Context: an optimization exercise on an open-source flow, tuned for small area and a short achievable clock period. The choices shown serve that exercise and are no tape-out recipe. Only simulation tests tie the RTL to the original design; equivalence was not proved.

==> 11-05 <==
## regalu
module regalu (
    input clk,
    input rst,
    input [3:0] read_reg1,
    input [3:0] read_reg2,
    input [3:0] write_reg,
    input [2:0] alu_ctrl,
    input reg_write,
    input load,
    input [18:0] load_data,
    output [31:0] result,
    output zero
);
clock: 8.0 ns
lec_check: 0
cap_margin: 20
core_margin: 2
core_utilization: 45
cts_cluster_diameter: 80
cts_cluster_size: 24
setup_slack_margin: 2.0
slew_margin: 20
synth_hierarchical: 1
run.sh (not shown) runs the stock make flow with config.mk's settings and CLKGATE_MAP_FILE= SYNTH_SCRIPT=/design/flow/synth_recipe.tcl, a recipe that flattens the netlist after the stock synthesis.
==> 10-09 (differences from 11-05) <==
==> flow/flow/run.sh (new file) <==
#!/bin/bash
# Standard ORFS layout with two changes:
#  - the port buffers are made from the smallest buffer cell (the repair
#    steps still resize any of them on a critical path);
#  - after global routing, an area-recovery pass (flow/post_grt.tcl)
#    downsizes cells whose delay does not set the worst slack.
set -e
here=$(cd "$(dirname "$0")" && pwd)
export BUFFER_PORTS_ARGS="-buffer_cell sky130_fd_sc_hd__buf_1"
export POST_GLOBAL_ROUTE_TCL="$here/post_grt.tcl"
bash standard.sh > standard.log 2>&1
==> flow/flow/post_grt.tcl (new file) <==
source [file join [file dirname [info script]] recover.tcl]
set ::env(DONT_USE_LIST) $::env(DONT_USE_CELLS)

proc reroute_changed {} {
  log_cmd global_route -start_incremental
  log_cmd detailed_placement
  log_cmd global_route -end_incremental
  log_cmd estimate_parasitics -global_routing
}

log_cmd estimate_parasitics -global_routing
set wns_gr0 [sta::worst_slack_cmd max]
puts "post_grt: start wns [expr {$wns_gr0 * 1e9}] area [format %.1f [total_area]]"
for {set round 0} {$round < 1} {incr round} {
  log_cmd global_route -start_incremental
  log_cmd estimate_parasitics -placement
  recover_area 0.0 0.0
  log_cmd detailed_placement
  log_cmd global_route -end_incremental
  log_cmd estimate_parasitics -global_routing
  puts "post_grt: round $round after recovery wns [expr {[sta::worst_slack_cmd max] * 1e9}] area [format %.1f [total_area]]"
  log_cmd repair_timing -setup -setup_margin [expr {$wns_gr0 * 1e9}] -repair_tns 100 -verbose
  reroute_changed
  puts "post_grt: round $round after repair wns [expr {[sta::worst_slack_cmd max] * 1e9}] area [format %.1f [total_area]]"
}
report_check_types -max_slew -max_capacitance -violators
report_worst_slack
write_guides $::env(RESULTS_DIR)/route.guide
==> flow/flow/recover.tcl (new file) <==
# Area recovery: downsize cells while the worst setup slack stays put.
proc area_of {inst} { return [expr {[[$inst getMaster] getWidth] * [[$inst getMaster] getHeight] / 1e6}] }
proc total_area {} {
  set a 0
  foreach inst [[ord::get_db_block] getInsts] { set a [expr {$a + [area_of $inst]}] }
  return $a
}
proc recover_area {tol guard} {
  set block [ord::get_db_block]
  set wns0 [sta::worst_slack_cmd max]
  set slew0 [sta::max_slew_check_slack_limit]
  set cap0 [sta::max_capacitance_check_slack_limit]
  set slew_floor [expr {min($slew0, 0.2)}]
  set cap_floor [expr {min($cap0, 0.2)}]
  puts "recover: slew slack/limit $slew0 cap slack/limit $cap0"
  puts "recover: start wns [format %.4f [expr {$wns0*1e9}]] area [format %.1f [total_area]]"
  set cands {}
  foreach inst [$block getInsts] {
    set m [$inst getMaster]
    if {[$m isBlock] || [$m getType] ne "CORE"} continue
    set mn [$m getName]
    if {[string match "*tap*" $mn] || [string match "*fill*" $mn] || [string match "*df*" $mn] || [string match "*clkbuf*" $mn] || [string match "*clkinv*" $mn]} continue
    set sinst [sta::find_instance [$inst getName]]
    if {$sinst eq "NULL" || $sinst eq ""} continue
    if {![regexp {^(sky130_fd_sc_hd__[a-z0-9]+)_([0-9]+)$} $mn -> base sz]} continue
    set smaller {}
    foreach e [get_lib_cells */${base}_*] {
      set en [get_name $e]
      if {![regexp "^${base}_\[0-9\]+\$" $en]} continue
      if {[lsearch -exact $::env(DONT_USE_LIST) $en] >= 0} continue
      set em [[ord::get_db] findMaster $en]
      if {$em eq "NULL"} continue
      if {[$em getWidth] < [$m getWidth]} { lappend smaller [list [$em getWidth] $en] }
    }
    if {[llength $smaller] == 0} continue
    set smaller [lsort -integer -index 0 $smaller]
    # slack of the instance: worst slack at its output pins
    set sl 1e9
    foreach p [get_pins -of_objects [get_cells [$inst getName]] -filter "direction==output"] {
      set s [get_property $p slack_max]
      if {$s ne "" && $s * 1e-9 < $sl} {set sl [expr {$s * 1e-9}]}
    }
    lappend cands [list $sl [$inst getName] $mn $smaller]
  }
  set cands [lsort -real -decreasing -index 0 $cands]
  set n 0
  foreach c $cands {
    lassign $c sl name mn smaller
    if {$sl < $wns0 + $guard} continue
    set inst [$block findInst $name]
    foreach s $smaller {
      set en [lindex $s 1]
      replace_cell [get_cells $name] [get_lib_cells $en]
      estimate_parasitics -placement
      set w [sta::worst_slack_cmd max]
      if {$w < $wns0 - $tol
          || [sta::max_slew_check_slack_limit] < $slew_floor
          || [sta::max_capacitance_check_slack_limit] < $cap_floor} {
        replace_cell [get_cells $name] [get_lib_cells $mn]
        estimate_parasitics -placement
      } else {
        incr n
        break
      }
    }
  }
  puts "recover: slew slack/limit [sta::max_slew_check_slack_limit] cap slack/limit [sta::max_capacitance_check_slack_limit]"
  puts "recover: downsized $n, wns [format %.4f [expr {[sta::worst_slack_cmd max]*1e9}]] area [format %.1f [total_area]]"
}
==> flow/standard.sh (new file) <==
#!/bin/bash
# synth_recipe.tcl (not shown) runs the flow's synth.tcl, then flattens the netlist and writes it again
# the make line also repeats each setting of config.mk as NAME=value (left out here)
make -C /OpenROAD-flow-scripts/flow DESIGN_CONFIG=/design/flow/config.mk WORK_HOME=/design/flow/orfs CLKGATE_MAP_FILE= SYNTH_SCRIPT=/design/flow/synth_recipe.tcl "${@:-finish}"
removed: flow/run.sh
==> summary.md <==
| Metric | Value |
|---|---|
| Status | timing/DRC/antenna clean |
| Resized Gates After CTS | 368 |
| Routability cong. | 0.946 |
| Buffers & Inverters on Critical Path | 2 |
| CTS Buf Count | 18 |
| Hold Slack | 501 ps |
| Setup bufs post-CTS | 73 |
Source of the figures above: 11-05

==> summary.md <==
| Metric | Value |
|---|---|
| Status | timing/DRC/antenna clean |
| Routability cong. | 0.922 |
| Setup bufs post-CTS | 50 |
| Hold Slack | 506 ps |
| Buffers & Inverters on Critical Path | 4 |
| CTS Buf Count | 19 |
| Resized Gates After CTS | 202 |
Source of the figures above: 10-09

==> separate check: timing with driven ports <==
How much do the figures lean on ideal ports? The routed layouts below were timed once more, with nothing changed but the port constraints.
Step 1 sets driving cells, clkbuf_16 on the clock port and buf_2 on the other inputs (assumed; they add their load-dependent delay and slew).
Step 2, shift: input delay + t, output delay - t, t = (earliest + latest rising clock arrival at the registers) / 2. This alone moves slack from input paths to output paths.
Slacks: ideal ports / drivers / drivers and shift; pairs: ideal ports / drivers.
run | t, ns | slack for setup (ns) | hold WS [ns]
11-05 | 0.597 | 1.669 / 1.632 / 1.632 | 0.501 / 0.501 / 0.501
10-09 | 0.576 | 1.601 / 1.577 / 1.577 | 0.506 / 0.506 / 0.506
After both steps every run listed still meets setup and hold. The setup slack of 11-05, which loses most, moves by -0.037 ns with the drivers and by -0.037 ns with both steps.
